Background: an optimization exercise with open tools, aiming at a short achievable clock period and few clock cycles per item. Do not read the settings as production practice. RTL that was checked went through simulation tests only; none was proved equivalent to the original. The RTL of runs 1 to 4 was laid out without a check of its function. In every run shown here, the design's own scripts or RTL, not TritonCTS, make the clock network. The flow treats the clock pin as an ideal source. Dropping or thinning the clock tree relies on that and would not hold on a real chip. Power is estimated from default activity; no workload was simulated.

$ cat design/flow/design.v
module dram_controller #
  (
    parameter   integer NUMBER_OF_COLUMNS = 8,
    parameter   integer NUMBER_OF_ROWS = 128,
    parameter   integer NUMBER_OF_BANKS = 8,
    parameter   integer REFRESH_RATE = 125,  
    parameter   integer CLK_FREQUENCY = 100,  
    parameter   integer U_DATA_WIDTH = 2,
    parameter   integer DRAM_DATA_WIDTH = 2,
    parameter integer COLUMN_WIDTH = $clog2(NUMBER_OF_COLUMNS/DRAM_DATA_WIDTH),
    parameter integer ROW_WIDTH = $clog2(NUMBER_OF_ROWS),
    parameter integer BANK_ID_WIDTH = $clog2(NUMBER_OF_BANKS),
    parameter integer U_ADDR_WIDTH = BANK_ID_WIDTH + ROW_WIDTH + COLUMN_WIDTH,
    parameter integer CYCLES_BETWEEN_REFRESH = CLK_FREQUENCY*REFRESH_RATE - 100,
    parameter integer DRAM_ADDR_WIDTH = ROW_WIDTH > COLUMN_WIDTH ? ROW_WIDTH : COLUMN_WIDTH,
    parameter integer REFRESH_COUNTER_WIDTH = $clog2(CYCLES_BETWEEN_REFRESH)
  )
  (
    input                         u_rst_n,
    input                         u_clk,
    input                         u_en,
    input   [U_ADDR_WIDTH-1:0]    u_addr,
    input   [U_DATA_WIDTH-1:0]    u_data_i,
    input                         u_cmd,
    output  [U_DATA_WIDTH-1:0]    u_data_o,
    output                        u_data_valid,
    output                        u_cmd_ack,
    output                        u_busy,
    input   [DRAM_DATA_WIDTH-1:0]   dram_rd_data,
    input                           dram_refresh_done,
    output  [DRAM_DATA_WIDTH-1:0]   dram_wr_data,
    output  [DRAM_ADDR_WIDTH-1:0]   dram_addr,
    output  [BANK_ID_WIDTH-1:0]     dram_bank_id,
    output                          dram_cs_n,
    output                          dram_ras_n,
    output                          dram_cas_n,
    output                          dram_we_n,
    output                          dram_clk_en
  );
    localparam integer NB = NUMBER_OF_BANKS;
    localparam integer REF_BLOCKS = 97;    
    reg                         a_v;
    reg [BANK_ID_WIDTH-1:0]     a_bank;
    reg [ROW_WIDTH-1:0]         a_row;
    reg [COLUMN_WIDTH-1:0]      a_col;
    reg                         a_wr;
    reg [U_DATA_WIDTH-1:0]      a_data;
    reg                         b_v;
    reg [NB-1:0]                b_boh;      
    reg [BANK_ID_WIDTH-1:0]     b_bank;
    reg [ROW_WIDTH-1:0]         b_row;
    reg [COLUMN_WIDTH-1:0]      b_col;
    reg                         b_wr;
    reg [U_DATA_WIDTH-1:0]      b_data;
    reg [NB-1:0]                b_eq;
    reg                         h_pre, h_act, h_col;
    reg [NB-1:0]                h_boh;
    reg [BANK_ID_WIDTH-1:0]     h_bank;
    reg [ROW_WIDTH-1:0]         h_row;
    reg [ROW_WIDTH-1:0]         h_prow;     
    reg [COLUMN_WIDTH-1:0]      h_cadr;
    reg                         h_wr;
    reg [U_DATA_WIDTH-1:0]      h_data;
    reg [NB-1:0]                open_r;
    reg [ROW_WIDTH-1:0]         orow_r [0:NB-1];
    reg                         ras_r, cas_r, we_r;
    reg [DRAM_ADDR_WIDTH-1:0]   addr_r;
    reg [BANK_ID_WIDTH-1:0]     bank_r;
    reg [DRAM_DATA_WIDTH-1:0]   wdata_r;
    reg                         busy_r;
    reg                         ack_r;
    reg                         rd0_r, rd1_r, valid_r;
    reg [U_DATA_WIDTH-1:0]      data_o_r;
    reg [6:0]                   rlo_r;      
    reg                         rlo_end_r;  
    reg [6:0]                   rhi_r;      
    reg                         rpend_r;    
    reg                         rfsh_r;     
    reg                         drain_r;    
    reg [BANK_ID_WIDTH-1:0]     rb_r;       
    assign u_cmd_ack    = ack_r;
    assign u_busy       = busy_r;
    assign u_data_valid = valid_r;
    assign u_data_o     = data_o_r;
    assign dram_wr_data = wdata_r;
    assign dram_addr    = addr_r;
    assign dram_bank_id = bank_r;
    assign dram_cs_n    = 1'b0;
    assign dram_ras_n   = ras_r;
    assign dram_cas_n   = cas_r;
    assign dram_we_n    = we_r;
    assign dram_clk_en  = 1'b1;
    wire h_any   = h_pre || h_act || h_col;
    wire h_free  = !h_pre && !h_act && !rfsh_r;
    wire b_move  = b_v && h_free;
    wire b_load  = !b_v || h_free;
    wire a_load  = !a_v || b_load;
    wire take_ok = u_en && !(rpend_r && !rfsh_r);
    wire accept  = a_load && take_ok;
    wire do_rpre = drain_r && !rfsh_r && open_r[rb_r];
    wire do_ref  = drain_r && !rfsh_r && (open_r == 0);
    integer i;
    reg                  b_open, b_hit;
    reg [ROW_WIDTH-1:0]  b_orow;
    reg [ROW_WIDTH-1:0]  orow_n [0:NB-1];
    always @* begin
      b_open = 1'b0;
      b_hit  = 1'b0;
      b_orow = 0;
      for (i = 0; i < NB; i = i + 1) begin
        b_open = b_open | (b_boh[i] & open_r[i]);
        b_hit  = b_hit  | (b_boh[i] & open_r[i] & b_eq[i]);
        b_orow = b_orow | ({ROW_WIDTH{b_boh[i]}} & orow_r[i]);
        orow_n[i] = (h_act && h_boh[i]) ? h_row : orow_r[i];
      end
    end
    always @(posedge u_clk) begin
      if (!u_rst_n) begin
        a_v <= 1'b0;
        b_v <= 1'b0;
        h_pre <= 1'b0; h_act <= 1'b0; h_col <= 1'b0;
        ack_r <= 1'b0;
        ras_r <= 1'b1; cas_r <= 1'b1; we_r <= 1'b1;
        busy_r <= 1'b0;
        open_r <= 0;
        rd0_r <= 1'b0;
        rd1_r <= 1'b0;
        valid_r <= 1'b0;
        rlo_r <= 0;
        rlo_end_r <= 1'b0;
        rhi_r <= 0;
        rpend_r <= 1'b0;
        rfsh_r <= 1'b0;
        drain_r <= 1'b0;
      end else begin
        ack_r <= accept;
        if (a_load) a_v <= take_ok;
        if (b_load) b_v <= a_v;
        if (b_move) begin
          h_pre <= b_open && !b_hit;
          h_act <= !b_open;
          h_col <= b_hit;
        end else if (!rfsh_r) begin
          h_pre <= 1'b0;
          h_act <= h_pre;
          h_col <= h_act;
        end
        ras_r <= !(h_pre || h_act || do_rpre || do_ref);
        cas_r <= !(h_col || do_ref);
        we_r  <= !(h_pre || do_rpre || do_ref || (h_col && h_wr));
        rd0_r <= h_col && !h_wr;
        rd1_r <= rd0_r;
        valid_r <= rd1_r;
        busy_r <= h_any || do_rpre || do_ref || a_v || b_v;
        for (i = 0; i < NB; i = i + 1) begin
          if (h_boh[i] && h_pre) open_r[i] <= 1'b0;
          if (h_boh[i] && h_act) open_r[i] <= 1'b1;
          if (do_rpre && rb_r == i) open_r[i] <= 1'b0;
        end
        drain_r <= rpend_r && !rfsh_r && !a_v && !b_v && !h_any;
        if (rfsh_r) begin
          if (dram_refresh_done) begin
            rfsh_r <= 1'b0;
            rpend_r <= 1'b0;
            rlo_r <= 0;
            rlo_end_r <= 1'b0;
            rhi_r <= 0;
          end
        end else begin
          rlo_r <= rlo_r + 1'b1;
          rlo_end_r <= (rlo_r == 7'd126);
          if (rlo_end_r) rhi_r <= rhi_r + 1'b1;
          if (rhi_r == REF_BLOCKS) rpend_r <= 1'b1;
          if (do_ref) rfsh_r <= 1'b1;
        end
      end
    end
    always @(posedge u_clk) begin
      if (a_load) begin
        a_bank <= u_addr[ROW_WIDTH+COLUMN_WIDTH +: BANK_ID_WIDTH];
        a_row  <= u_addr[COLUMN_WIDTH +: ROW_WIDTH];
        a_col  <= u_addr[COLUMN_WIDTH-1:0];
        a_wr   <= u_cmd;
        a_data <= u_data_i;
      end
      if (b_load) begin
        for (i = 0; i < NB; i = i + 1) b_boh[i] <= (a_bank == i);
        b_bank <= a_bank;
        b_row  <= a_row;
        b_col  <= a_col;
        b_wr   <= a_wr;
        b_data <= a_data;
      end
      for (i = 0; i < NB; i = i + 1)
        b_eq[i] <= b_load ? (a_row == orow_n[i]) : (b_row == orow_n[i]);
      if (b_move) begin
        h_boh  <= b_boh;
        h_bank <= b_bank;
        h_row  <= b_row;
        h_prow <= b_orow;
        h_cadr <= b_col;
        h_wr   <= b_wr;
        h_data <= b_data;
      end
      for (i = 0; i < NB; i = i + 1)
        if (h_boh[i] && h_act) orow_r[i] <= h_row;
      if (drain_r && !rfsh_r) rb_r <= rb_r + 1'b1;
      addr_r  <= h_col ? {{(DRAM_ADDR_WIDTH-COLUMN_WIDTH){1'b0}}, h_cadr} :
                 h_pre ? h_prow :
                 h_act ? h_row : orow_r[rb_r];
      bank_r  <= h_any ? h_bank : rb_r;
      wdata_r <= h_data;
      data_o_r <= dram_rd_data;
    end
endmodule
$ cat design/flow/flow/run.sh
#!/bin/bash
# The standard layout, with one change: cts_pre.tcl builds a shallow two-level
# clock tree by hand in place of TritonCTS.
set -euo pipefail
export PRE_CTS_TCL="$PWD/flow/cts_pre.tcl"
export FLOW_ROOT_BUF=sky130_fd_sc_hd__clkbuf_16
export FLOW_LEAF_BUF=sky130_fd_sc_hd__clkbuf_16
export FLOW_LEAF_SPLIT=4
bash standard.sh finish > standard.log 2>&1
$ cat design/flow/flow/cts_pre.tcl
# Two-level clock tree built by hand in place of TritonCTS: the clock sinks
# are split by position into four groups of equal size (halves by x, then each
# half by y), and each group again into FLOW_LEAF_SPLIT (two by x, or four). Each small group gets a leaf
# clkbuf at its centre; each large group a root clkbuf at its centre, driving
# its four leaves; the clock port drives the four roots.
set block [ord::get_db_block]
set db [ord::get_db]
set root_master [$db findMaster $::env(FLOW_ROOT_BUF)]
set leaf_master [$db findMaster $::env(FLOW_LEAF_BUF)]
set clk_net [$block findNet u_clk]

# split a list of {item x y} in two, by x
proc split2 { items } {
  set byx [lsort -integer -index 1 $items]
  set h [expr {[llength $byx] / 2}]
  return [list [lrange $byx 0 [expr {$h - 1}]] [lrange $byx $h end]]
}

# split a list of {item x y} in four: halves by x, then each by y
proc split4 { items } {
  set byx [lsort -integer -index 1 $items]
  set h [expr {[llength $byx] / 2}]
  set out {}
  foreach half [list [lrange $byx 0 [expr {$h - 1}]] [lrange $byx $h end]] {
    set byy [lsort -integer -index 2 $half]
    set q [expr {[llength $byy] / 2}]
    lappend out [lrange $byy 0 [expr {$q - 1}]] [lrange $byy $q end]
  }
  return $out
}

proc centre { items } {
  set sx 0
  set sy 0
  foreach s $items {
    incr sx [lindex $s 1]
    incr sy [lindex $s 2]
  }
  set n [llength $items]
  return [list [expr {$sx / $n}] [expr {$sy / $n}]]
}

proc add_buf { master name in_net out_net xy } {
  set block [ord::get_db_block]
  set inst [odb::dbInst_create $block $master $name]
  [$inst findITerm A] connect $in_net
  [$inst findITerm X] connect $out_net
  $inst setLocation [expr {[lindex $xy 0] - [$master getWidth] / 2}] \
    [expr {[lindex $xy 1] - [$master getHeight] / 2}]
  $inst setPlacementStatus PLACED
  return $inst
}

set sinks {}
foreach it [$clk_net getITerms] {
  set bb [[$it getInst] getBBox]
  lappend sinks [list $it [expr {([$bb xMin] + [$bb xMax]) / 2}] [expr {([$bb yMin] + [$bb yMax]) / 2}]]
}
puts "clock sinks: [llength $sinks]"
foreach s $sinks { [lindex $s 0] disconnect }

set r 0
foreach group [split4 $sinks] {
  set rnet [odb::dbNet_create $block clknet_r$r]
  $rnet setSigType CLOCK
  add_buf $root_master clkbuf_r$r $clk_net $rnet [centre $group]
  set l 0
  foreach leaf [split$::env(FLOW_LEAF_SPLIT) $group] {
    set lnet [odb::dbNet_create $block clknet_r${r}_l$l]
    $lnet setSigType CLOCK
    add_buf $leaf_master clkbuf_r${r}_l$l $rnet $lnet [centre $leaf]
    foreach s $leaf { [lindex $s 0] connect $lnet }
    puts "leaf $r.$l: [llength $leaf] sinks at [centre $leaf]"
    incr l
  }
  incr r
}
$clk_net setSigType CLOCK

set_propagated_clock [all_clocks]

proc clock_tree_synthesis { args } {
  puts "clock_tree_synthesis skipped: the clock tree was built by cts_pre.tcl"
}
$ cat design/flow/standard.sh
#!/bin/bash
# synth_recipe.tcl (not shown) runs the flow's synth.tcl, then flattens the netlist and writes it again
# the make line also repeats each setting of config.mk as NAME=value (left out here)
make -C /OpenROAD-flow-scripts/flow DESIGN_CONFIG=/design/flow/config.mk WORK_HOME=/design/flow/orfs CLKGATE_MAP_FILE= SYNTH_SCRIPT=/design/flow/synth_recipe.tcl "${@:-finish}"
$ cat design/flow/config.mk
export PLATFORM = sky130hd
export DESIGN_NAME = dram_controller
export DESIGN_NICKNAME = dram_controller
export VERILOG_FILES = /design/flow/design.v
export SDC_FILE = /design/flow/constraint.sdc
export NUM_CORES = 4
export LEC_CHECK = 0
export ABC_CLOCK_PERIOD_IN_PS = 1500
export CAP_MARGIN = 20
export CORE_MARGIN = 2
export CORE_UTILIZATION = 40
export SETUP_SLACK_MARGIN = 3.5
export SLEW_MARGIN = 20
$ cat design/flow/constraint.sdc
create_clock -name core_clock -period 5.0 [get_ports {u_clk}]
set_input_delay 1.0000 -clock core_clock [delete_from_list [all_inputs] [get_ports {u_clk}]]
set_output_delay 1.0000 -clock core_clock [all_outputs]
set_load 0.01 [all_outputs]
==> results of run 1 <==
## cells in the mapped netlist (3+ instances only)
cell | n | area [sq um]
a221oi_1 | 3 | 26.3
nand4_1 | 14 | 87.6
nand3_1 | 15 | 75.1
xnor2_1 | 32 | 280
a21oi_1 | 27 | 135
o21ai_0 | 14 | 70.1
mux2i_4 | 4 | 90.1
xor2_1 | 25 | 219
nor3b_1 | 4 | 30.0
or2_2 | 3 | 18.8
a222oi_1 | 8 | 80.1
and4_1 | 10 | 87.6
o211ai_1 | 3 | 22.5
nor2_1 | 11 | 41.3
o21ai_1 | 3 | 15.0
dfxtp_1 | 117 | 2340
and2_1 | 12 | 75.1
mux2i_2 | 3 | 41.3
clkbuf_1 | 24 | 90.1
mux2_2 | 60 | 676
and3_1 | 5 | 31.3
a22oi_1 | 44 | 330
edfxtp_1 | 71 | 2130
buf_4 | 3 | 22.5
o221ai_1 | 5 | 43.8
nor2b_1 | 8 | 50.1
o21a_1 | 4 | 30.0
ha_1 | 10 | 125
a22o_1 | 8 | 70.1
buf_1 | 4 | 15.0
nand2_1 | 57 | 214
inv_1 | 7 | 26.3
nor4_1 | 13 | 81.3
nor3_1 | 3 | 15.0
## cell usage in the layout (no fill, tap or decap), types with 4 or more instances in the layout
cell type and count:
buf_2 12, nand3_1 13, nand4_1 14, edfxtp_1 71, ha_1 4, o21ai_1 4
nor2b_1 4, o21a_1 4, o21ai_0 7, ha_4 6, buf_12 17, a22oi_1 42
o221ai_2 4, nor3b_1 4, buf_4 39, a21oi_1 16, clkdlybuf4s50_1 18, a222oi_1 8
nand2_2 8, nor4_2 6, and2_1 11, xnor2_1 21, clkbuf_16 21, and4_1 10
nor2_1 10, dfxtp_1 105, inv_1 4, nand2_1 47, a22o_1 8, mux2_2 60
xor2_1 25, mux2i_4 7, dfxtp_2 10, a21oi_2 11, buf_6 14, xnor2_2 8
nor4_1 4, o21ai_2 6
## registers in the layout, indices dropped and copies added, names as in the netlist, 8 cells and up
name and cells:
b_eq 8, h_boh 8, open_r 8, b_boh 8, orow_r 56
## final cells by class
type,count,area [sq um],share of cell area
plain buffers,20,500,0.0477
inverters,8,50.0,0.00477
multi-input cells,435,3890,0.371
flip-flops and latches,188,4490,0.429
well taps,265,332,0.0316
repair buffers,107,1170,0.112
repair inverters,3,38.8,0.00370
## cell families after synthesis
group                    synth area share
flip-flops                          0.564
multiplexers                        0.111
XOR/XNOR                           0.0629
AND/OR/NAND/NOR                     0.109
AO/OA/AOI/OAI                       0.116
buffers and inverters              0.0202
other                            0.000947
adder cells (fa/ha/maj)            0.0158
## final timing paths
path / from / endpoint / slack (ps)
max: h_act / b_eq[0] / 2930
min: h_data[0] / wdata_r[0] / 340
max reg2reg: h_act / b_eq[0] / 2930
min reg2reg: h_data[0] / wdata_r[0] / 340
## stage by stage
stage | std cells | setup WS, ps
2_1_floorplan | 661 | 3090
3_3_place_gp | 936 | 2000
3_5_place_dp | 936 | 1980
4_1_cts | 1012 | 2900
5_1_grt | 1026 | 2880
6_report | 1026 | 2930
## power by group through the flow
stage	Combinational [W]	Sequential [W]	Clock [W]
2_1_floorplan	0.000340	0.00187	0
3_3_place_gp	0.000444	0.00193	0
3_5_place_dp	0.000448	0.00194	0
4_1_cts	0.000524	0.00190	0.00124
5_1_grt	0.000621	0.00193	0.00130
6_report	0.000583	0.00192	0.00122
## what timing repair did
item,4_1_cts,5_1_grt
endpoints found under the setup margin,146,125
setup buffers,50,13
endpoints found under the hold margin,0,0
pin swaps,34,30
gates cloned,6,1
gates resized for setup,163,65
## layer usage
layer	up-vias	wire, microns	part of all wire
met5	-	0	0
met3	58	1850	0.082
met1	2892	9250	0.41
li1	2676	-	-
met2	266	10800	0.48
met4	0	632	0.028
==> impl_metrics.py, run 1 <==
metrics = {
    "yosys": {
        "yosysSeqAreaShare": 0.564,
        "synth_edf_count": 71,
        "yosysUniqueCellTypes": 53,
        "synth-seq-cells": 188,
        "syn_inst": 661,
        "synth_nets": 692,
        "async_flop_share": 0,
        "syn_area_sq_um": 7930,
        "ys_warn_count": 3,
        "ys.flop_type": "dfxtp_1",
        "syn_area_per_cell_sq_um": 12.0,
    },
    "drt": {
        "firstDrtPassIters": 9,
        "drc": 0,
        "ant_nets": 0,
        "wl_per_cell_microns": 21.9,
        "first_iter_violations": 563,
        "wl_microns": 22500,
        "dr_total_vias": 5892,
        "viasPerCell": 5.74,
    },
    "floorplanning": {
        "ios": 43,
        "initial_core_util": 0.408,
        "die_h_microns": 145,
        "die_w_microns": 145,
        "placementRows": 51,
        "core_area_sq_um": 19500,
        "die_area_sq_um": 21000,
    },
    "setup_path": {
        "cpMostUsedCell": "buf_12",
        "end_kind": "flip-flop",
        "crit_slowest_cell": "nor4_4",
        "arrival_ps": 2310,
        "worst-path-max-fanout": 6,
        "startpoint_type": "flip-flop",
        "critPathBufInv": 4,
        "cp_data_required_time_ps": 5240,
        "max_stage_delay_ps": 350,
        "path_class": "flip-flop to flip-flop",
        "path_cells": "buf_12 -> nor3_4 -> nor2b_4 -> buf_12 -> inv_16 -> mux2i_4 -> buf_12 -> xnor2_4 -> nor4_4 -> and4_1",
        "crit_family": "simple AND/OR/NAND/NOR gates",
        "crit_cells": 10,
        "reg2reg_depth": 10,
    },
    "min_path": {
        "holdPathStages": 0,
        "hold_path.class": "flip-flop to flip-flop",
    },
    "power_and_ir_drop": {
        "power_frac_seq": 0.515,
        "power_w": 0.00372,
        "p_leak_nw": 3.87,
        "powerDensity_nw_per_um2": 355,
        "internal-power_w": 0.00277,
        "swShare": 0.255,
        "pwr-share-comb": 0.157,
        "clkPwrFrac": 0.328,
        "power_switching_w": 0.000949,
        "ir_worst_vdd_mv": 0.165,
    },
    "grt": {
        "grtUsageTotal": 0.208,
        "grt_pass1_vias": 5849,
        "top_usage_layer": "met2",
        "met2_usage": 0.344,
        "grtUsageMet1": 0.284,
        "grt_pass1_wl_microns": 33800,
        "overflow": 0,
        "grt_use_met3": 0.0309,
        "antenna_found_initial": 0,
        "grt_max_degree": 40,
    },
    "outcome": {
        "status": "finished clean",
    },
    "cells_and_area": {
        "final_util": 0.539,
        "n_antenna_cell": 0,
        "area_growth_pct": 32.2,
        "fill_cells": 1599,
        "final_layout_size_suffix_gt1_frac": 0.365,
        "final_design_area_no_fill_sq_um": 10500,
        "nNetsFinal": 794,
    },
    "place": {
        "gp_congestion": 1.00,
        "dp_hpwl_microns": 14100,
        "io_buffers": 40,
        "placed_area_sq_um": 8640,
    },
    "sta": {
        "period_share": 0.413,
        "setup_viol": 0,
        "finalHoldViolations": 0,
        "tightest_slew_ps": 894,
        "whs_ps": 339,
        "tns_ps": 0,
        "maxSlewViolCount": 0,
        "relSlewSlack": 0.402,
        "fin_worst_skew_ps": 21.8,
        "fmax_mhz": 484,
        "period_minus_slack_ps": 2070,
        "rsz0062_at_grt": "true",
    },
    "run": {
        "maxCapViolCount": 0,
    },
    "clocking": {
        "hold_buffers": 0,
        "clock_latency_ps": 300,
        "path_clk_slew_ps": 60,
    },
}
==> inputs of run 2 (changes only) <==
--- a/design/flow/design.v
+++ b/design/flow/design.v
@@ -115,4 +115,12 @@
       end
     end
+    reg [NB-1:0] eq_a, eq_b, eq_n;
+    always @* begin
+      for (i = 0; i < NB; i = i + 1) begin
+        eq_a[i] = (a_row == orow_n[i]);
+        eq_b[i] = (b_row == orow_n[i]);
+      end
+      eq_n = ({NB{b_load}} & eq_a) | ({NB{!b_load}} & eq_b);
+    end
     always @(posedge u_clk) begin
       if (!u_rst_n) begin
@@ -192,6 +200,5 @@
         b_data <= a_data;
       end
-      for (i = 0; i < NB; i = i + 1)
-        b_eq[i] <= b_load ? (a_row == orow_n[i]) : (b_row == orow_n[i]);
+      for (i = 0; i < NB; i = i + 1) b_eq[i] <= eq_n[i];
       if (b_move) begin
         h_boh  <= b_boh;
==> design/flow/flow/run.sh (replaced) <==
#!/bin/bash
# The standard layout, with one change: cts_pre.tcl builds a shallow two-level
# clock tree by hand in place of TritonCTS.
set -euo pipefail
export PRE_CTS_TCL="$PWD/flow/cts_pre.tcl"
export FLOW_ROOT_BUF=sky130_fd_sc_hd__buf_16
export FLOW_LEAF_BUF=sky130_fd_sc_hd__buf_16
export FLOW_LEAF_SPLIT=4
bash standard.sh finish > standard.log 2>&1
--- a/design/flow/flow/cts_pre.tcl
+++ b/design/flow/flow/cts_pre.tcl
@@ -2,6 +2,8 @@
 # are split by position into four groups of equal size (halves by x, then each
 # half by y), and each group again into FLOW_LEAF_SPLIT (two by x, or four). Each small group gets a leaf
-# clkbuf at its centre; each large group a root clkbuf at its centre, driving
-# its four leaves; the clock port drives the four roots.
+# cell at its centre; each large group a root cell at its centre, driving
+# its four leaves; the clock port drives the four roots. Roots and leaves are
+# both buffers or both inverters (FLOW_ROOT_BUF, FLOW_LEAF_BUF), so the
+# registers see the clock's own polarity.
 set block [ord::get_db_block]
 set db [ord::get_db]
@@ -45,5 +47,7 @@
   set inst [odb::dbInst_create $block $master $name]
   [$inst findITerm A] connect $in_net
-  [$inst findITerm X] connect $out_net
+  set out [$inst findITerm X]
+  if {$out eq "NULL" || $out eq ""} { set out [$inst findITerm Y] }
+  $out connect $out_net
   $inst setLocation [expr {[lindex $xy 0] - [$master getWidth] / 2}] \
     [expr {[lindex $xy 1] - [$master getHeight] / 2}]
==> impl_metrics.py, run 2 <==
metrics = {
    "grt": {
        "grtUsageTotal": 0.258,
        "grt_pass1_wl_microns": 48400,
        "overflow": 0,
        "grt_max_degree": 28,
        "antenna_found_initial": 0,
        "grt_pass1_vias": 7873,
    },
    "cells_and_area": {
        "final_util": 0.563,
        "final_layout_size_suffix_gt1_frac": 0.374,
        "largest_reg_flops": 56,
        "area_growth_pct": 39.3,
        "multi_input_area_sq_um": 5440,
        "n_antenna_cell": 0,
        "nNetsFinal": 1162,
        "largest_register": "orow_r",
        "regArea_sq_um": 4490,
        "layout.cells.most_common": "buf_4",
        "layout_common_cells": "buf_4 (160), dfxtp_1 (108), edfxtp_1 (71)",
        "fill_cells": 1946,
    },
    "setup_path": {
        "end_kind": "flip-flop",
        "startpoint_type": "flip-flop",
        "worst-path-max-fanout": 7,
        "cp_data_required_time_ps": 5150,
        "arrival_ps": 2230,
        "path_class": "flip-flop to flip-flop",
    },
    "yosys": {
        "synth_nets": 967,
        "synthMuxAreaShare": 0.0700,
        "yosysSeqAreaShare": 0.476,
        "synthAdderAreaFrac": 0.0133,
        "synth-seq-cells": 188,
        "syn_area_per_cell_sq_um": 10.0,
        "synth.area.top_cells": "dfxtp_1 (25%), edfxtp_1 (23%), xnor2_1 (4.8%), mux2_2 (4.7%), a22oi_1 (3.1%)",
        "syn_inst": 936,
        "yosysMostFrequentCell": "dfxtp_1",
        "synth_top_area_share": 0.249,
        "synth_top_family_by_area": "simple AND/OR/NAND/NOR gates",
        "synth_compound_area_frac": 0.163,
        "synthSimpleGateAreaFrac": 0.163,
        "synth_common_cells": "dfxtp_1 (117), nand2_1 (74), edfxtp_1 (71)",
        "ys.flop_type": "dfxtp_1",
        "yosysUniqueCellTypes": 75,
        "synth_edf_count": 71,
        "ys_warn_count": 3,
        "yosysTopAreaCell": "dfxtp_1",
        "async_flop_share": 0,
        "synth-xor-area-share": 0.0671,
        "syn_area_sq_um": 9400,
    },
    "clocking": {
        "path_clk_slew_ps": 50,
        "hold_buffers": 0,
        "clock_latency_ps": 270,
    },
    "drt": {
        "viasPerCell": 6.02,
        "first_iter_violations": 1036,
        "wl_microns": 34500,
        "ant_nets": 0,
        "dr_total_vias": 8721,
        "drc": 0,
        "firstDrtPassIters": 9,
        "wl_per_cell_microns": 23.8,
    },
    "floorplanning": {
        "core_area_sq_um": 23300,
        "die_h_microns": 157,
        "ios": 43,
        "placementRows": 56,
        "die_w_microns": 157,
        "initial_core_util": 0.404,
        "die_area_sq_um": 24700,
    },
    "power_and_ir_drop": {
        "ir_worst_vdd_mv": 0.248,
        "powerDensity_nw_per_um2": 332,
        "p_leak_nw": 5.15,
    },
    "sta": {
        "rsz0062_at_grt": "true",
        "fmax_mhz": 479,
        "maxSlewViolCount": 0,
        "tightest_slew_ps": 863,
        "whs_ps": 346,
        "period_minus_slack_ps": 2090,
        "finalHoldViolations": 0,
        "tns_ps": 0,
        "setup_viol": 0,
        "period_share": 0.417,
        "fin_worst_skew_ps": 16.0,
        "relSlewSlack": 0.425,
    },
    "run": {
        "maxCapViolCount": 0,
    },
    "min_path": {
        "hold_path.class": "flip-flop to flip-flop",
    },
    "place": {
        "io_buffers": 40,
        "dp_hpwl_microns": 20500,
        "gp_congestion": 0.982,
    },
    "outcome": {
        "status": "finished clean",
    },
}
[run 2: cell types whose count changed in the layout (fill, tap and decap cells not counted), moves of 15 or more]
cell       change
buf_4        +121
mux2_2        -35
buf_16        +20
nand2_1       +18
nand2b_1      +26
nor2_1        +22
clkbuf_16     -19
inv_1         +29
nand4_1       +15
nand3_1       +20
a21oi_1       +16
xnor2_1       +20
[run 2: per-stage QoR]
step,cells,setup WS [ps],area [sq um],power (W)
floorplan,936,3030,9600,0.00242
global placement,1235,2050,10100,0.00268
detailed placement,1235,1880,10100,0.00268
CTS,1364,2980,11800,0.00420
global route,1448,2840,13100,0.00451
finish,1448,2910,13100,0.00435
[run 2: per-layer routing]
metal  wire length [microns]  global-route usage  share of wire
met5                       0                   0              0
met4                    2230               0.121          0.065
met3                    3250              0.0325          0.094
met1                   13800               0.357           0.40
met2                   15200               0.402           0.44
[run 2: worst paths after layout]
| check | startpoint | end | slack, ps | cells after the start |
|---|---|---|---|---|
| hold reg to reg | h_data[1] | wdata_r[1] | 350 | 0 |
| hold / removal | h_data[1] | wdata_r[1] | 350 | 0 |
| setup reg to reg | rb_r[1] | addr_r[1] | 2910 | 8 |
| setup / recovery | rb_r[1] | addr_r[1] | 2910 | 8 |
[run 2: logic make-up after synthesis]
family | Yosys count
adders and majority gates | 10
other | 2
DFF | 188
and+or+nand+nor | 291
xor gates and xnor gates | 72
buffers and inverters | 103
muxes | 58
AOI/OAI and AO/OA | 212
[run 2: timing repair]
action,4_1_cts,5_1_grt
buffers inserted,106,79
gates cloned,3,5
gates resized for setup,176,119
endpoints found under the setup margin,194,97
pin swaps,21,50
[run 2: cell type report]
class,count,share of cell area
Buffer,20,0.0420
Inverter,41,0.0138
Multi-Input combinational cell,650,0.416
Sequential cell,188,0.343
Tap cell,319,0.0305
Timing Repair Buffer,230,0.155
[run 2: where the power goes]
part / internal, W / total (W) / leakage, nW / switching, W
clock network: 0.000875 / 0.00146 / 0.254 / 0.000584
registers: 0.00175 / 0.00203 / 1.69 / 0.000271
logic: 0.000450 / 0.000865 / 3.21 / 0.000415
total: 0.00308 / 0.00435 / 5.15 / 0.00127
[run 2: critical path, cell delays in order, from the launching register on]
cell and delay [ps]:
edfxtp_1 470, ha_4 230, ha_4 170, buf_6 130, a22o_1 200, a221oi_2 220, and3_4 240, o21ai_2 50
mux2_2 260
==> inputs of run 3 (changes only) <==
--- a/design/flow/design.v
+++ b/design/flow/design.v
@@ -79,4 +79,7 @@
     reg                         drain_r;    
     reg [BANK_ID_WIDTH-1:0]     rb_r;       
+    reg                         rp_v_r;     
+    reg [BANK_ID_WIDTH-1:0]     rp_bank_r;
+    reg [ROW_WIDTH-1:0]         rp_row_r;
     assign u_cmd_ack    = ack_r;
     assign u_busy       = busy_r;
@@ -98,6 +101,6 @@
     wire take_ok = u_en && !(rpend_r && !rfsh_r);
     wire accept  = a_load && take_ok;
-    wire do_rpre = drain_r && !rfsh_r && open_r[rb_r];
-    wire do_ref  = drain_r && !rfsh_r && (open_r == 0);
+    wire do_rpre = rp_v_r;
+    wire do_ref  = drain_r && !rfsh_r && !rp_v_r && (open_r == 0);
     integer i;
     reg                  b_open, b_hit;
@@ -141,4 +144,5 @@
         rfsh_r <= 1'b0;
         drain_r <= 1'b0;
+        rp_v_r <= 1'b0;
       end else begin
         ack_r <= accept;
@@ -164,7 +168,8 @@
           if (h_boh[i] && h_pre) open_r[i] <= 1'b0;
           if (h_boh[i] && h_act) open_r[i] <= 1'b1;
-          if (do_rpre && rb_r == i) open_r[i] <= 1'b0;
+          if (do_rpre && rp_bank_r == i) open_r[i] <= 1'b0;
         end
         drain_r <= rpend_r && !rfsh_r && !a_v && !b_v && !h_any;
+        rp_v_r <= drain_r && !rfsh_r && open_r[rb_r];
         if (rfsh_r) begin
           if (dram_refresh_done) begin
@@ -213,8 +218,10 @@
         if (h_boh[i] && h_act) orow_r[i] <= h_row;
       if (drain_r && !rfsh_r) rb_r <= rb_r + 1'b1;
+      rp_bank_r <= rb_r;
+      rp_row_r <= orow_r[rb_r];
       addr_r  <= h_col ? {{(DRAM_ADDR_WIDTH-COLUMN_WIDTH){1'b0}}, h_cadr} :
                  h_pre ? h_prow :
-                 h_act ? h_row : orow_r[rb_r];
-      bank_r  <= h_any ? h_bank : rb_r;
+                 h_act ? h_row : rp_row_r;
+      bank_r  <= h_any ? h_bank : rp_bank_r;
       wdata_r <= h_data;
       data_o_r <= dram_rd_data;
==> impl_metrics.py, run 3 <==
metrics = {
    "grt": {
        "grt_max_degree": 41,
        "grt_pass1_wl_microns": 52400,
        "antenna_found_initial": 0,
        "grt_pass1_vias": 8185,
        "overflow": 0,
        "grtUsageTotal": 0.269,
    },
    "setup_path": {
        "crit_family": "simple AND/OR/NAND/NOR gates",
        "startpoint_type": "flip-flop",
        "cp_data_required_time_ps": 5190,
        "path_class": "flip-flop to flip-flop",
        "critPathBufInv": 1,
        "worst-path-max-fanout": 5,
        "crit_slowest_cell": "edfxtp_1",
        "reg2reg_depth": 6,
        "arrival_ps": 2200,
        "path_cells": "buf_6 -> xnor2_4 -> nand4_1 -> a2bb2oi_1 -> or4_1 -> o31ai_2",
        "end_kind": "flip-flop",
        "max_stage_delay_ps": 550,
        "crit_cells": 6,
    },
    "yosys": {
        "syn_area_sq_um": 9740,
        "async_flop_share": 0,
        "yosysTopAreaCell": "dfxtp_1",
        "synth_nets": 1022,
        "synth-seq-cells": 199,
        "yosysUniqueCellTypes": 74,
        "ys.flop_type": "dfxtp_1",
        "ys_warn_count": 3,
        "synth_edf_count": 71,
        "yosysMostFrequentCell": "dfxtp_1",
        "syn_inst": 991,
        "synth_top_area_share": 0.263,
        "synth_common_cells": "dfxtp_1 (128), nand2_1 (109), edfxtp_1 (71)",
        "synth.area.top_cells": "dfxtp_1 (26%), edfxtp_1 (22%), xnor2_1 (5.0%), nand2_1 (4.2%), o21ai_0 (3.0%)",
        "yosysSeqAreaShare": 0.482,
        "syn_area_per_cell_sq_um": 9.83,
    },
    "floorplanning": {
        "die_w_microns": 160,
        "die_area_sq_um": 25600,
        "core_area_sq_um": 24100,
        "ios": 43,
        "die_h_microns": 160,
        "placementRows": 57,
        "initial_core_util": 0.404,
    },
    "power_and_ir_drop": {
        "p_leak_nw": 4.90,
        "power_w": 0.00449,
        "power_switching_w": 0.00136,
        "internal-power_w": 0.00313,
        "pwr-share-comb": 0.183,
        "power_frac_seq": 0.485,
        "ir_worst_vdd_mv": 0.340,
        "swShare": 0.303,
        "clkPwrFrac": 0.333,
        "powerDensity_nw_per_um2": 356,
    },
    "sta": {
        "setup_viol": 0,
        "maxSlewViolCount": 0,
        "period_minus_slack_ps": 2000,
        "fmax_mhz": 499,
        "tightest_slew_ps": 513,
        "tns_ps": 0,
        "fin_worst_skew_ps": 38.2,
        "rsz0062_at_grt": "true",
        "finalHoldViolations": 0,
        "period_share": 0.401,
        "relSlewSlack": 0.658,
    },
    "cells_and_area": {
        "area_growth_pct": 29.5,
        "multi_input_area_sq_um": 5220,
        "final_layout_size_suffix_gt1_frac": 0.273,
        "final_util": 0.523,
        "regArea_sq_um": 4720,
        "nNetsFinal": 1146,
        "fill_cells": 2183,
        "largest_reg_flops": 56,
        "layout_common_cells": "dfxtp_1 (115), buf_4 (99), nand2_1 (96)",
        "largest_register": "orow_r",
        "layout.cells.most_common": "dfxtp_1",
        "n_antenna_cell": 0,
    },
    "drt": {
        "viasPerCell": 6.10,
        "wl_per_cell_microns": 25.2,
        "first_iter_violations": 1132,
        "drc": 0,
        "firstDrtPassIters": 9,
        "ant_nets": 0,
        "dr_total_vias": 8763,
        "wl_microns": 36200,
    },
    "clocking": {
        "path_clk_slew_ps": 60,
        "clock_latency_ps": 290,
        "hold_buffers": 0,
    },
    "min_path": {
        "holdPathStages": 0,
        "hold_path.class": "flip-flop to flip-flop",
    },
    "place": {
        "dp_hpwl_microns": 22600,
        "gp_congestion": 1.03,
        "io_buffers": 40,
    },
    "run": {
        "maxCapViolCount": 0,
    },
    "outcome": {
        "status": "finished clean",
    },
}
run 3: cell count changes after synthesis, moves of 9 or more:
cell	previous run	this run
buf_2	11	26
mux2_2	39	18
xor2_1	21	31
dfxtp_1	117	128
nand3_1	39	20
nand2b_1	34	21
nand2_1	74	109
inv_1	37	47
o21ai_0	28	59
o2111ai_1	14	5
run 3: area by class of cell:
cell class                 count  share of cell area
timing repair buffer         167               0.118
inverter                      49              0.0172
timing repair inverter         1            0.000695
tap                          324              0.0322
sequential                   199               0.374
buffer                        20              0.0437
multi-input combinational    677               0.414
run 3: cell families after synthesis:
group / share of synthesized area
compound gates: 0.171
buf+inv: 0.0543
fa+ha+maj: 0.0128
mux: 0.0516
flops: 0.482
simple gates: 0.148
xor+xnor: 0.0799
other cells: 0.000771
run 3: final timing paths:
check / startpoint / endpoint / slack, ps
setup / recovery: h_row[0] / b_eq[1] / 3000
hold / removal: h_data[1] / wdata_r[1] / 340
setup reg to reg: h_row[0] / b_eq[1] / 3000
hold reg to reg: h_data[1] / wdata_r[1] / 340
run 3: power groups by stage:
stage	sequential [W]	combinational [W]	clock, W
2_1_floorplan	0.00203	0.000509	0
3_3_place_gp	0.00222	0.000621	0
3_5_place_dp	0.00222	0.000626	0
4_1_cts	0.00214	0.000755	0.00152
5_1_grt	0.00218	0.000881	0.00159
6_report	0.00218	0.000821	0.00149
run 3: repair_timing:
| item | 4_1_cts | 5_1_grt |
|---|---|---|
| setup buffers | 102 | 22 |
| cloned | 4 | 1 |
| setup endpoints to repair | 205 | 83 |
| pin swaps | 16 | 33 |
| gates resized for setup | 193 | 75 |
run 3: per-layer routing:
| layer | vias to the layer above | GRT usage | part of all wire |
|---|---|---|---|
| li1 | 3855 | - | - |
| met1 | 4167 | 0.357 | 0.39 |
| met5 | - | 0 | 0 |
| met2 | 564 | 0.416 | 0.43 |
| met3 | 177 | 0.0626 | 0.11 |
| met4 | 0 | 0.133 | 0.068 |
run 3: metrics by stage:
step           instances  worst slack [ps]  cell area (sq um)  hold slack [ps]
6_report            1437              3000              12600              343
5_1_grt             1437              3030              12600              346
4_1_cts             1414              3160              12100              342
3_5_place_dp        1288              2220              10300              328
3_3_place_gp        1288              2220              10300              334
2_1_floorplan        991              3280               9850              323
==> inputs of run 4 (changes only) <==
--- a/design/flow/design.v
+++ b/design/flow/design.v
@@ -106,5 +106,4 @@
     reg                  b_open, b_hit;
     reg [ROW_WIDTH-1:0]  b_orow;
-    reg [ROW_WIDTH-1:0]  orow_n [0:NB-1];
     always @* begin
       b_open = 1'b0;
@@ -115,14 +114,21 @@
         b_hit  = b_hit  | (b_boh[i] & open_r[i] & b_eq[i]);
         b_orow = b_orow | ({ROW_WIDTH{b_boh[i]}} & orow_r[i]);
-        orow_n[i] = (h_act && h_boh[i]) ? h_row : orow_r[i];
-      end
-    end
-    reg [NB-1:0] eq_a, eq_b, eq_n;
+      end
+    end
+    reg [NB-1:0] eq_ao, eq_bo, eq_n;
+    reg          eq_ah, eq_bh;
+    reg [NB-1:0] act_n;                      
     always @* begin
+      eq_ah = (a_row == h_row);
+      eq_bh = (b_row == h_row);
       for (i = 0; i < NB; i = i + 1) begin
-        eq_a[i] = (a_row == orow_n[i]);
-        eq_b[i] = (b_row == orow_n[i]);
-      end
-      eq_n = ({NB{b_load}} & eq_a) | ({NB{!b_load}} & eq_b);
+        eq_ao[i] = (a_row == orow_r[i]);
+        eq_bo[i] = (b_row == orow_r[i]);
+        act_n[i] = h_act & h_boh[i];
+      end
+      eq_n = ({NB{b_load}}  & act_n  & {NB{eq_ah}}) |
+             ({NB{b_load}}  & ~act_n & eq_ao) |
+             ({NB{!b_load}} & act_n  & {NB{eq_bh}}) |
+             ({NB{!b_load}} & ~act_n & eq_bo);
     end
     always @(posedge u_clk) begin
==> impl_metrics.py, run 4 <==
metrics = {
    "clocking": {
        "path_clk_slew_ps": 60,
        "clock_latency_ps": 270,
    },
    "cells_and_area": {
        "layout.cells.most_common": "edfxtp_1",
        "final_layout_size_suffix_gt1_frac": 0.269,
        "n_antenna_cell": 0,
        "largest_reg_flops": 56,
        "final_util": 0.513,
        "area_growth_pct": 25.3,
        "nNetsFinal": 914,
        "largest_register": "orow_r",
        "layout_common_cells": "edfxtp_1 (127), buf_4 (88), xor2_1 (68)",
    },
    "yosys": {
        "syn_area_sq_um": 8990,
        "synth_nets": 790,
        "synth_edf_count": 127,
        "yosysMostFrequentCell": "edfxtp_1",
        "syn_area_per_cell_sq_um": 11.8,
        "synth_common_cells": "edfxtp_1 (127), dfxtp_1 (72), xor2_1 (68)",
        "syn_inst": 759,
        "yosysUniqueCellTypes": 57,
        "ys_warn_count": 2,
        "synth_top_area_share": 0.424,
        "ys.flop_type": "edfxtp_1",
        "yosysTopAreaCell": "edfxtp_1",
        "async_flop_share": 0,
        "yosysSeqAreaShare": 0.585,
        "synth.area.top_cells": "edfxtp_1 (42%), dfxtp_1 (16%), xor2_1 (6.6%), xnor2_1 (5.8%), a22oi_1 (2.8%)",
        "synth-seq-cells": 199,
    },
    "sta": {
        "relSlewSlack": 0.657,
        "finalHoldViolations": 0,
        "rsz0062_at_grt": "true",
        "maxSlewViolCount": 0,
        "fmax_mhz": 550,
        "period_share": 0.364,
        "period_minus_slack_ps": 1820,
        "fin_worst_skew_ps": 14.5,
        "setup_viol": 0,
        "tns_ps": 0,
        "tightest_slew_ps": 514,
    },
    "grt": {
        "grt_pass1_wl_microns": 37500,
        "overflow": 0,
        "grtUsageTotal": 0.202,
        "antenna_found_initial": 0,
        "grt_pass1_vias": 6320,
        "grt_max_degree": 22,
    },
    "setup_path": {
        "crit_slowest_cell": "edfxtp_1",
        "worst-path-max-fanout": 11,
        "critPathBufInv": 3,
        "reg2reg_depth": 7,
        "end_kind": "flip-flop",
        "max_stage_delay_ps": 450,
        "cp_data_required_time_ps": 5160,
        "crit_cells": 7,
        "path_class": "flip-flop to flip-flop",
        "crit_family": "buffers and inverters",
        "startpoint_type": "flip-flop",
        "path_cells": "buf_4 -> inv_2 -> ha_4 -> clkbuf_4 -> nor2_2 -> nand2_4 -> mux2_4",
        "arrival_ps": 1980,
    },
    "floorplanning": {
        "die_area_sq_um": 23700,
        "placementRows": 54,
        "ios": 43,
        "core_area_sq_um": 22000,
        "die_w_microns": 154,
        "initial_core_util": 0.409,
        "die_h_microns": 154,
    },
    "run": {
        "maxCapViolCount": 0,
    },
    "min_path": {
        "hold_path.class": "flip-flop to flip-flop",
        "holdPathStages": 0,
    },
    "power_and_ir_drop": {
        "p_leak_nw": 4.03,
        "ir_worst_vdd_mv": 0.306,
        "powerDensity_nw_per_um2": 315,
    },
    "place": {
        "dp_hpwl_microns": 15500,
        "gp_congestion": 0.900,
        "io_buffers": 40,
    },
    "drt": {
        "dr_total_vias": 6636,
        "viasPerCell": 5.72,
        "firstDrtPassIters": 8,
        "met1_length_microns": 10900,
        "first_iter_violations": 590,
        "top_layer_used": "met4",
        "ant_nets": 0,
        "wl_microns": 24600,
        "wl_per_cell_microns": 21.2,
        "drc": 0,
        "wl_met2_microns": 11100,
        "wl_met3_microns": 1780,
    },
    "outcome": {
        "status": "finished clean",
    },
}
run 4: logic make-up after synthesis:
group | Yosys count | share of synthesized area
compound gates | 128 | 0.0951
xor+xnor | 128 | 0.125
fa+ha+maj | 10 | 0.0139
buf+inv | 62 | 0.0326
flops | 199 | 0.585
mux | 23 | 0.0308
other cells | 2 | 0.000836
simple gates | 207 | 0.117
run 4: final timing paths:
path	from	endpoint	slack, ps
worst max register to register	rb_r[0]	rp_row_r[0]	3180
worst min-delay path	h_data[0]	wdata_r[0]	340
worst min register to register	h_data[0]	wdata_r[0]	340
worst max-delay path	rb_r[0]	rp_row_r[0]	3180
run 4: timing repair:
item / in CTS / in global routing
resized for setup: 154 / 43
setup buffers: 71 / 31
hold buffers: 0 / 0
cloned: 3 / 0
pin swaps: 17 / 25
endpoints found under the setup margin: 210 / 72
run 4: final cells by class:
class | instances | area, sq um
Fill cell | 1904 | 10700
Sequential cell | 199 | 5280
Multi-Input combinational cell | 499 | 3780
Timing Repair Buffer | 142 | 1190
Buffer | 20 | 551
Tap cell | 280 | 350
Inverter | 19 | 97.6
Timing Repair inverter | 2 | 16.3
run 4: per-layer routing:
layer / vias up / track usage
met5: - / 0
met4: 0 / 0.0498
met3: 58 / 0.0186
met2: 304 / 0.325
met1: 3255 / 0.297
li1: 3019 / -
run 4: report_power, final:
part / internal (W) / total, W / switching (W)
Clock: 0.000877 / 0.00147 / 0.000591
Sequential: 0.00179 / 0.00183 / 0.0000378
Combinational: 0.000120 / 0.000251 / 0.000131
Total: 0.00278 / 0.00354 / 0.000760
run 4: through the flow:
stage,hold WS [ps],setup WS [ps],instance area [sq um],power [W],std cells
floorplan,323,3280,9060,0.00198,759
global placement,329,2190,9540,0.00205,1036
detailed placement,333,2180,9540,0.00205,1036
CTS,347,3240,10800,0.00356,1130
global route,361,3140,11300,0.00368,1161
finish,343,3180,11300,0.00354,1161
==> inputs of run 5 (changes only) <==
--- a/design/flow/design.v
+++ b/design/flow/design.v
@@ -78,5 +78,6 @@
     reg                         rfsh_r;     
     reg                         drain_r;    
-    reg [BANK_ID_WIDTH-1:0]     rb_r;       
+    reg [NB-1:0]                rb_r;       
+    reg [BANK_ID_WIDTH-1:0]     rbn_r;      
     reg                         rp_v_r;     
     reg [BANK_ID_WIDTH-1:0]     rp_bank_r;
@@ -105,13 +106,15 @@
     integer i;
     reg                  b_open, b_hit;
-    reg [ROW_WIDTH-1:0]  b_orow;
+    reg [ROW_WIDTH-1:0]  b_orow, rb_orow;
     always @* begin
       b_open = 1'b0;
       b_hit  = 1'b0;
       b_orow = 0;
+      rb_orow = 0;
       for (i = 0; i < NB; i = i + 1) begin
         b_open = b_open | (b_boh[i] & open_r[i]);
         b_hit  = b_hit  | (b_boh[i] & open_r[i] & b_eq[i]);
         b_orow = b_orow | ({ROW_WIDTH{b_boh[i]}} & orow_r[i]);
+        rb_orow = rb_orow | ({ROW_WIDTH{rb_r[i]}} & orow_r[i]);
       end
     end
@@ -151,4 +154,6 @@
         drain_r <= 1'b0;
         rp_v_r <= 1'b0;
+        rb_r <= 1;
+        rbn_r <= 0;
       end else begin
         ack_r <= accept;
@@ -177,5 +182,9 @@
         end
         drain_r <= rpend_r && !rfsh_r && !a_v && !b_v && !h_any;
-        rp_v_r <= drain_r && !rfsh_r && open_r[rb_r];
+        rp_v_r <= drain_r && !rfsh_r && |(open_r & rb_r);
+        if (drain_r && !rfsh_r) begin
+          rb_r <= {rb_r[NB-2:0], rb_r[NB-1]};
+          rbn_r <= rbn_r + 1'b1;
+        end
         if (rfsh_r) begin
           if (dram_refresh_done) begin
@@ -223,7 +232,6 @@
       for (i = 0; i < NB; i = i + 1)
         if (h_boh[i] && h_act) orow_r[i] <= h_row;
-      if (drain_r && !rfsh_r) rb_r <= rb_r + 1'b1;
-      rp_bank_r <= rb_r;
-      rp_row_r <= orow_r[rb_r];
+      rp_bank_r <= rbn_r;
+      rp_row_r <= rb_orow;
       addr_r  <= h_col ? {{(DRAM_ADDR_WIDTH-COLUMN_WIDTH){1'b0}}, h_cadr} :
                  h_pre ? h_prow :
--- a/design/flow/config.mk
+++ b/design/flow/config.mk
@@ -9,5 +9,5 @@
 export CAP_MARGIN = 20
 export CORE_MARGIN = 2
-export CORE_UTILIZATION = 40
+export CORE_UTILIZATION = 60
 export SETUP_SLACK_MARGIN = 3.5
 export SLEW_MARGIN = 20
==> impl_metrics.py, run 5 <==
metrics = {
    "yosys": {
        "syn_inst": 782,
        "synth_top_area_share": 0.402,
        "synth_nets": 808,
        "yosysSeqAreaShare": 0.581,
        "ys_warn_count": 2,
        "syn_area_sq_um": 9270,
        "synth_edf_count": 124,
        "synth.area.top_cells": "edfxtp_1 (40%), dfxtp_1 (18%), xor2_1 (6.6%), xnor2_1 (5.5%), a22oi_1 (5.0%)",
        "yosysTopAreaCell": "edfxtp_1",
        "synth_common_cells": "edfxtp_1 (124), dfxtp_1 (83), xor2_1 (70)",
        "yosysUniqueCellTypes": 53,
        "async_flop_share": 0,
        "ys.flop_type": "edfxtp_1",
        "syn_area_per_cell_sq_um": 11.9,
        "synth-seq-cells": 207,
        "yosysMostFrequentCell": "edfxtp_1",
    },
    "min_path": {
        "hold_path.class": "flip-flop to flip-flop",
        "holdPathStages": 0,
        "whs_endpoint": "wdata_r[1]",
        "holdCritStartpoint": "h_data[1]",
    },
    "setup_path": {
        "cp_data_required_time_ps": 4000,
        "worst-path-max-fanout": 1,
        "path_cells": "buf_6",
        "arrival_ps": 700,
        "path_class": "flip-flop to output port",
        "rrSetupSlack_ps": 3310,
        "r2r_end": "b_eq[7]",
        "critPathBufInv": 1,
        "reg2reg_depth": 6,
        "startpoint_type": "flip-flop",
        "crit_slowest_cell": "dfxtp_2",
        "max_stage_delay_ps": 330,
        "end_kind": "output port",
        "crit_family": "flip-flops",
        "r2r-start": "h_row[4]",
    },
    "cells_and_area": {
        "regArea_sq_um": 5410,
        "final_util": 0.762,
        "nNetsFinal": 935,
        "layout.cells.most_common": "edfxtp_1",
        "final_cell_count_no_fill": 1095,
        "multi_input_area_sq_um": 3740,
        "fill_cells": 925,
        "layout_common_cells": "edfxtp_1 (124), buf_4 (76), dfxtp_1 (71)",
        "final_layout_size_suffix_gt1_frac": 0.237,
        "n_antenna_cell": 0,
        "area_growth_pct": 24.5,
        "largest_reg_flops": 56,
        "largest_register": "orow_r",
    },
    "floorplanning": {
        "ios": 43,
        "initial_core_util": 0.612,
        "die_h_microns": 128,
        "die_w_microns": 128,
        "placementRows": 45,
        "core_area_sq_um": 15100,
        "die_area_sq_um": 16500,
    },
    "run": {
        "maxCapViolCount": 0,
    },
    "power_and_ir_drop": {
        "clkPwrFrac": 0.404,
        "swShare": 0.216,
        "powerDensity_nw_per_um2": 318,
        "power_switching_w": 0.000792,
        "p_leak_nw": 4.21,
        "ir_worst_vdd_mv": 0.337,
        "power_frac_seq": 0.517,
        "pwr-share-comb": 0.080,
        "internal-power_w": 0.00287,
    },
    "sta": {
        "rsz0062_at_grt": "true",
        "period_minus_slack_ps": 1700,
        "tns_ps": 0,
        "fin_ws_ps": 3300,
        "setup_viol": 0,
        "whs_ps": 342,
        "period_share": 0.340,
        "fin_worst_skew_ps": 16.9,
        "fmax_mhz": 588,
        "tightest_slew_ps": 702,
        "maxSlewViolCount": 0,
        "relSlewSlack": 0.532,
        "finalHoldViolations": 0,
    },
    "drt": {
        "dr_total_vias": 7108,
        "wl_microns": 27800,
        "first_iter_violations": 925,
        "firstDrtPassIters": 5,
        "wl_per_cell_microns": 25.4,
        "viasPerCell": 6.49,
        "drc": 0,
        "ant_nets": 0,
    },
    "grt": {
        "grt_max_degree": 38,
        "overflow": 0,
        "antenna_found_initial": 0,
        "grt_pass1_vias": 6735,
        "grtUsageTotal": 0.323,
        "grt_pass1_wl_microns": 39800,
    },
    "place": {
        "place_inst": 967,
        "io_buffers": 40,
        "dp_hpwl_microns": 16500,
        "gp_congestion": 0.961,
        "pre_cts_ws_ps": 2380,
    },
    "outcome": {
        "status": "finished clean",
    },
    "clocking": {
        "path_clk_slew_ps": 60,
        "hold_buffers": 0,
        "clock_latency_ps": 270,
    },
}
[run 5: changes by cell type after synthesis, sizes merged, moves of 9 or more]
cell / change
clkbuf: +14
a22oi: +29
mux2: -11
nand2: +15
and2: +10
dfxtp: +11
buf: -9
nor2: -23
a21boi: +10
a21oi: -9
[run 5: layer usage]
layer	GRT usage	routed length (microns)
met4	0.114	1050
met2	0.498	12900
met1	0.452	10800
met3	0.0780	3160
met5	0	0
[run 5: repair_timing]
item / 4_1_cts / 5_1_grt
endpoints found under the setup margin: 208 / 100
pin swaps: 9 / 15
gates resized for setup: 144 / 40
gates cloned: 5 / 4
buffers inserted: 66 / 33
[run 5: worst max path at each step]
stage / slack (ps) / to / depth (start not counted) / from
floorplan: 3500 / b_eq[0] / 6 / h_pre
global placement: 2430 / b_eq[3] / 5 / h_pre
detailed placement: 2380 / b_eq[1] / 5 / h_pre
CTS: 3300 / dram_ras_n / 1 / ras_r
global route: 3210 / b_eq[1] / 6 / h_act
finish: 3300 / dram_ras_n / 1 / ras_r
[run 5: power by group through the flow]
| stage | clock [W] | sequential [W] | combinational (W) |
|---|---|---|---|
| detailed placement | 0 | 0.00196 | 0.000166 |
| global placement | 0 | 0.00196 | 0.000163 |
| floorplan | 0 | 0.00191 | 0.000146 |
| global route | 0.00157 | 0.00190 | 0.000308 |
| finish | 0.00148 | 0.00189 | 0.000292 |
| CTS | 0.00149 | 0.00190 | 0.000244 |
[run 5: area by class of cell]
cell class / instances / share of cell area
plain buffers: 20 / 0.0477
inverters: 13 / 0.00629
multi-input cells: 516 / 0.324
flip-flops and latches: 207 / 0.469
well taps: 188 / 0.0204
repair buffers: 150 / 0.131
repair inverters: 1 / 0.00260
[run 5: per-stage QoR]
step	area, sq um	total power [W]
finish	11500	0.00367
global route	11500	0.00377
CTS	11000	0.00363
detailed placement	9660	0.00213
global placement	9660	0.00213
floorplan	9290	0.00206
[run 5: kinds of logic after synthesis]
group           after synthesis  share of synthesized area
other cells                   2                   0.000810
mux                          15                     0.0179
flops                       207                      0.581
compound gates              144                      0.106
simple gates                218                      0.126
fa+ha+maj                     5                    0.00675
xor+xnor                    130                      0.124
buf+inv                      61                     0.0381
Testbench counts of run 5, summed over its fixed seeds: cycles 244,313, items 160,000.
==> inputs of run 6 (changes only) <==
--- a/design/flow/config.mk
+++ b/design/flow/config.mk
@@ -9,5 +9,5 @@
 export CAP_MARGIN = 20
 export CORE_MARGIN = 2
-export CORE_UTILIZATION = 60
+export CORE_UTILIZATION = 40
 export SETUP_SLACK_MARGIN = 3.5
 export SLEW_MARGIN = 20
==> impl_metrics.py, run 6 <==
metrics = {
    "power_and_ir_drop": {
        "power_w": 0.00364,
        "powerDensity_nw_per_um2": 327,
        "p_leak_nw": 3.93,
        "ir_worst_vdd_mv": 0.277,
    },
    "yosys": {
        "synth_nets": 808,
        "yosysMostFrequentCell": "edfxtp_1",
        "yosysUniqueCellTypes": 53,
        "synth_edf_count": 124,
        "syn_area_sq_um": 9270,
        "yosysSeqAreaShare": 0.581,
        "ys_warn_count": 2,
        "ys.flop_type": "edfxtp_1",
        "yosysTopAreaCell": "edfxtp_1",
        "synth_top_area_share": 0.402,
        "syn_inst": 782,
        "synth.area.top_cells": "edfxtp_1 (40%), dfxtp_1 (18%), xor2_1 (6.6%), xnor2_1 (5.5%), a22oi_1 (5.0%)",
        "synth_common_cells": "edfxtp_1 (124), dfxtp_1 (83), xor2_1 (70)",
        "async_flop_share": 0,
        "syn_area_per_cell_sq_um": 11.9,
        "synth-seq-cells": 207,
    },
    "drt": {
        "ant_nets": 0,
        "firstDrtPassIters": 6,
        "first_iter_violations": 791,
        "top_layer_used": "met5",
        "drc": 0,
        "met1_length_microns": 11100,
        "wl_microns": 26300,
        "wl_per_cell_microns": 22.7,
        "dr_total_vias": 6706,
        "wl_met2_microns": 11500,
        "wl_met3_microns": 2190,
        "viasPerCell": 5.79,
    },
    "setup_path": {
        "path_cells": "buf_6",
        "r2r_end": "b_eq[0]",
        "end_kind": "output port",
        "max_stage_delay_ps": 330,
        "arrival_ps": 700,
        "crit_family": "flip-flops",
        "worst-path-max-fanout": 1,
        "crit_path_end": "dram_ras_n",
        "crit_slowest_cell": "dfxtp_2",
        "startpoint_type": "flip-flop",
        "rrSetupSlack_ps": 3320,
        "critPathBufInv": 1,
        "crit_cells": 1,
        "cp_data_required_time_ps": 4000,
        "r2r-start": "a_row[5]",
        "path_class": "flip-flop to output port",
        "reg2reg_depth": 6,
        "worstSetupStartpoint": "ras_r",
    },
    "outcome": {
        "status": "finished clean",
    },
    "floorplanning": {
        "die_w_microns": 156,
        "die_area_sq_um": 24400,
        "ios": 43,
        "core_area_sq_um": 22700,
        "die_h_microns": 156,
        "initial_core_util": 0.408,
        "placementRows": 55,
    },
    "sta": {
        "relSlewSlack": 0.573,
        "rsz0062_at_grt": "true",
        "tns_ps": 0,
        "fmax_mhz": 587,
        "tightest_slew_ps": 640,
        "period_share": 0.341,
        "whs_ps": 344,
        "maxSlewViolCount": 0,
        "fin_worst_skew_ps": 21.8,
        "period_minus_slack_ps": 1700,
        "setup_viol": 0,
        "finalHoldViolations": 0,
        "fin_ws_ps": 3300,
    },
    "grt": {
        "grt_max_degree": 40,
        "grt_pass1_vias": 6478,
        "antenna_found_initial": 1,
        "grt_pass1_wl_microns": 39800,
        "grtUsageTotal": 0.214,
        "overflow": 0,
    },
    "place": {
        "place_inst": 1061,
        "dp_hpwl_microns": 16700,
        "io_buffers": 40,
        "pre_cts_ws_ps": 2400,
        "gp_congestion": 0.959,
    },
    "cells_and_area": {
        "layout_common_cells": "edfxtp_1 (124), dfxtp_1 (74), xor2_1 (70)",
        "fill_cells": 2059,
        "area_growth_pct": 19.9,
        "nNetsFinal": 902,
        "n_antenna_cell": 0,
        "layout.cells.most_common": "edfxtp_1",
        "final_cell_count_no_fill": 1159,
        "final_layout_size_suffix_gt1_frac": 0.199,
        "largest_reg_flops": 56,
        "largest_register": "orow_r",
    },
    "min_path": {
        "hold_path.class": "flip-flop to flip-flop",
    },
    "clocking": {
        "clock_latency_ps": 270,
        "path_clk_slew_ps": 60,
    },
    "run": {
        "maxCapViolCount": 0,
    },
}
==> run 6: cell counts after synthesis <==
Identical to the previous run, type by type.
==> run 6: area by class of cell <==
class                           count  area, sq um  area share
Buffer                             20          551      0.0495
Inverter                           13         75.1     0.00675
Multi-Input combinational cell    515         3690       0.332
Sequential cell                   207         5400       0.486
Tap cell                          285          357      0.0321
Timing Repair Buffer              118         1040      0.0933
Timing Repair inverter              1         8.76    0.000788
==> run 6: power by group <==
| part | switching (W) | total (W) | internal (W) |
|---|---|---|---|
| combinational | 0.000140 | 0.000267 | 0.000127 |
| sequential | 0.0000379 | 0.00189 | 0.00185 |
| clock | 0.000605 | 0.00148 | 0.000878 |
==> run 6: kinds of logic (layout without fill, tap and decap cells) <==
kind of cell,Yosys count,count (layout),synth area share
muxes,15,15,0.0179
buffers and inverters,61,152,0.0381
and+or+nand+nor,218,219,0.126
adders and majority gates,5,5,0.00675
other,2,2,0.000810
AOI/OAI and AO/OA,144,144,0.106
DFF,207,207,0.581
xor gates and xnor gates,130,130,0.124
==> run 6: how the worst min path moves through the flow <==
stage                     startpoint          to  slack (ps)  cells past startpoint
after floorplan            h_data[0]  wdata_r[0]         320                      0
after global placement     h_data[0]  wdata_r[0]         330                      0
after detailed placement   h_data[0]  wdata_r[0]         330                      0
after CTS                  h_data[0]  wdata_r[0]         350                      0
after global routing       h_data[0]  wdata_r[0]         360                      0
final                      h_data[0]  wdata_r[0]         340                      0
==> run 6: repair_timing <==
item                                    in CTS  in global routing
pin swaps                                    6                 10
hold buffers                                 0                  0
endpoints found under the setup margin     211                 78
cloned                                       2                  0
buffers inserted                            55                 21
resized for setup                          122                 22
==> run 6: stage by stage <==
| stage | area, sq um | util |
|---|---|---|
| finish | 11100 | 0.490 |
| global route | 11100 | 0.490 |
| CTS | 10900 | 0.479 |
| detailed placement | 9750 | 0.429 |
| global placement | 9760 | 0.430 |
| floorplan | 9290 | - |
==> run 6: metal layers <==
layer / global-route usage / vias up
met3: 0.0404 / 118
met1: 0.295 / 3202
li1: - / 3029
met2: 0.338 / 355
met5: 0 / -
met4: 0.0773 / 2
==> inputs of run 7 (changes only) <==
--- a/design/flow/design.v
+++ b/design/flow/design.v
@@ -54,4 +54,8 @@
     reg [U_DATA_WIDTH-1:0]      b_data;
     reg [NB-1:0]                b_eq;
+    reg [ROW_WIDTH-1:0]         a_rown, b_rown, h_rown;
+    wire [ROW_WIDTH-1:0]        a_rowc = ~a_rown;
+    wire [ROW_WIDTH-1:0]        b_rowc = ~b_rown;
+    wire [ROW_WIDTH-1:0]        h_rowc = ~h_rown;
     reg                         h_pre, h_act, h_col;
     reg [NB-1:0]                h_boh;
@@ -123,9 +127,9 @@
     reg [NB-1:0] act_n;                      
     always @* begin
-      eq_ah = (a_row == h_row);
-      eq_bh = (b_row == h_row);
+      eq_ah = (a_rowc == h_rowc);
+      eq_bh = (b_rowc == h_rowc);
       for (i = 0; i < NB; i = i + 1) begin
-        eq_ao[i] = (a_row == orow_r[i]);
-        eq_bo[i] = (b_row == orow_r[i]);
+        eq_ao[i] = (a_rowc == orow_r[i]);
+        eq_bo[i] = (b_rowc == orow_r[i]);
         act_n[i] = h_act & h_boh[i];
       end
@@ -221,4 +225,7 @@
       end
       for (i = 0; i < NB; i = i + 1) b_eq[i] <= eq_n[i];
+      a_rown <= ~(a_load ? u_addr[COLUMN_WIDTH +: ROW_WIDTH] : a_row);
+      b_rown <= ~(b_load ? a_row : b_row);
+      h_rown <= ~(b_move ? b_row : h_row);
       if (b_move) begin
         h_boh  <= b_boh;
==> impl_metrics.py, run 7 <==
metrics = {
    "sta": {
        "finalHoldViolations": 0,
        "maxSlewViolCount": 0,
        "rsz0062_at_grt": "true",
        "tns_ps": 0,
        "fin_ws_ps": 3290,
        "period_minus_slack_ps": 1710,
        "fmax_mhz": 586,
        "period_share": 0.341,
        "setup_viol": 0,
    },
    "setup_path": {
        "path_cells": "buf_6",
        "crit_path_end": "u_cmd_ack",
        "arrival_ps": 710,
        "reg2reg_depth": 6,
        "startpoint_type": "flip-flop",
        "r2r-start": "h_act",
        "end_kind": "output port",
        "worst-path-max-fanout": 1,
        "r2r_end": "b_eq[7]",
        "crit_family": "flip-flops",
    },
    "yosys": {
        "synth-seq-cells": 228,
        "yosysSeqAreaShare": 0.584,
        "synth_nets": 874,
        "ys_warn_count": 2,
        "yosysMostFrequentCell": "dfxtp_1",
        "synth_common_cells": "dfxtp_1 (125), edfxtp_1 (103), xnor2_1 (80)",
        "async_flop_share": 0,
        "ys.flop_type": "dfxtp_1",
    },
    "cells_and_area": {
        "final_layout_size_suffix_gt1_frac": 0.268,
        "layout.cells.most_common": "edfxtp_1",
        "nNetsFinal": 984,
    },
    "drt": {
        "wl_microns": 29000,
        "ant_nets": 0,
        "wl_per_cell_microns": 22.8,
        "viasPerCell": 5.67,
        "drc": 0,
    },
    "power_and_ir_drop": {
        "p_leak_nw": 4.40,
        "ir_worst_vdd_mv": 0.298,
        "powerDensity_nw_per_um2": 325,
    },
    "floorplanning": {
        "ios": 43,
        "die_h_microns": 159,
        "placementRows": 56,
        "die_area_sq_um": 25200,
        "die_w_microns": 159,
    },
    "place": {
        "io_buffers": 40,
        "dp_hpwl_microns": 17300,
    },
    "grt": {
        "antenna_found_initial": 0,
        "grtUsageTotal": 0.216,
    },
    "outcome": {
        "status": "finished clean",
    },
    "clocking": {
        "path_clk_slew_ps": 70,
    },
}
-- run 7: where the power goes --
group	leakage (nW)	internal (W)	switching (W)
logic	2.12	0.000170	0.000158
registers	2.03	0.00206	0.000124
clock network	0.254	0.000880	0.000633
total	4.40	0.00310	0.000915
-- run 7: cell type report --
cell class | count | area (sq um) | area share
Multi-Input combinational cell | 535 | 4160 | 0.335
Buffer | 20 | 551 | 0.0444
Sequential cell | 228 | 5670 | 0.457
Inverter | 36 | 198 | 0.0160
Timing Repair inverter | 3 | 41.3 | 0.00333
Timing Repair Buffer | 134 | 1380 | 0.111
Tap cell | 319 | 399 | 0.0322
-- run 7: per-layer routing --
layer	track usage	part of all wire
met3	0.0308	0.073
met1	0.290	0.41
met4	0.0805	0.051
met5	0	0
met2	0.357	0.46
-- run 7: stage by stage --
stage	util	std cells	area, sq um	hold WS [ps]	total power [W]
floorplan	-	848	9690	323	0.00234
global placement	0.436	1160	10200	325	0.00244
detailed placement	0.436	1160	10200	329	0.00245
CTS	0.498	1233	11700	345	0.00401
global route	0.528	1275	12400	367	0.00416
finish	0.528	1275	12400	345	0.00402
-- run 7: timing repair --
item,in CTS,in global routing
hold buffers,0,0
pin swaps,13,13
gates cloned,5,4
gates resized for setup,206,80
buffers inserted,48,38
setup endpoints to repair,221,138
-- run 7: worst min path at each step --
stage                 end  slack (ps)  cells after the start  startpoint
4_1_cts        wdata_r[1]         350                      0   h_data[1]
3_5_place_dp   wdata_r[1]         330                      0   h_data[1]
5_1_grt        wdata_r[1]         370                      0   h_data[1]
6_report       wdata_r[1]         350                      0   h_data[1]
3_3_place_gp   wdata_r[0]         330                      0   h_data[0]
2_1_floorplan  wdata_r[0]         320                      0   h_data[0]
-- run 7: cells by family (layout without fill, tap and decap cells) --
| kind of cell | Yosys count | in the layout | synth area share |
|---|---|---|---|
| flops | 228 | 228 | 0.584 |
| buf+inv | 87 | 193 | 0.0385 |
| fa+ha+maj | 5 | 5 | 0.00653 |
| simple gates | 210 | 212 | 0.112 |
| xor+xnor | 133 | 133 | 0.122 |
| compound gates | 151 | 151 | 0.103 |
| other cells | 2 | 2 | 0.000783 |
| mux | 32 | 32 | 0.0338 |
-- run 7: worst reg2reg max path, delay by kind of cell (launching register included) --
| family | cells | cell delay, ps |
|---|---|---|
| buffers and inverters | 2 | 450 |
| AO/OA/AOI/OAI | 2 | 310 |
| AND/OR/NAND/NOR | 2 | 450 |
| flip-flops | 1 | 360 |
Testbench counts of run 7, summed over its fixed seeds: cycles 244,313, items 160,000.

Check on run 7: ideal ports give 3.294 ns setup slack; a clkbuf_16 on the clock port and buf_2 on the inputs give 3.172 ns; moving port delays by the midpoint clock arrival (0.386 ns) as well gives 3.227 ns.
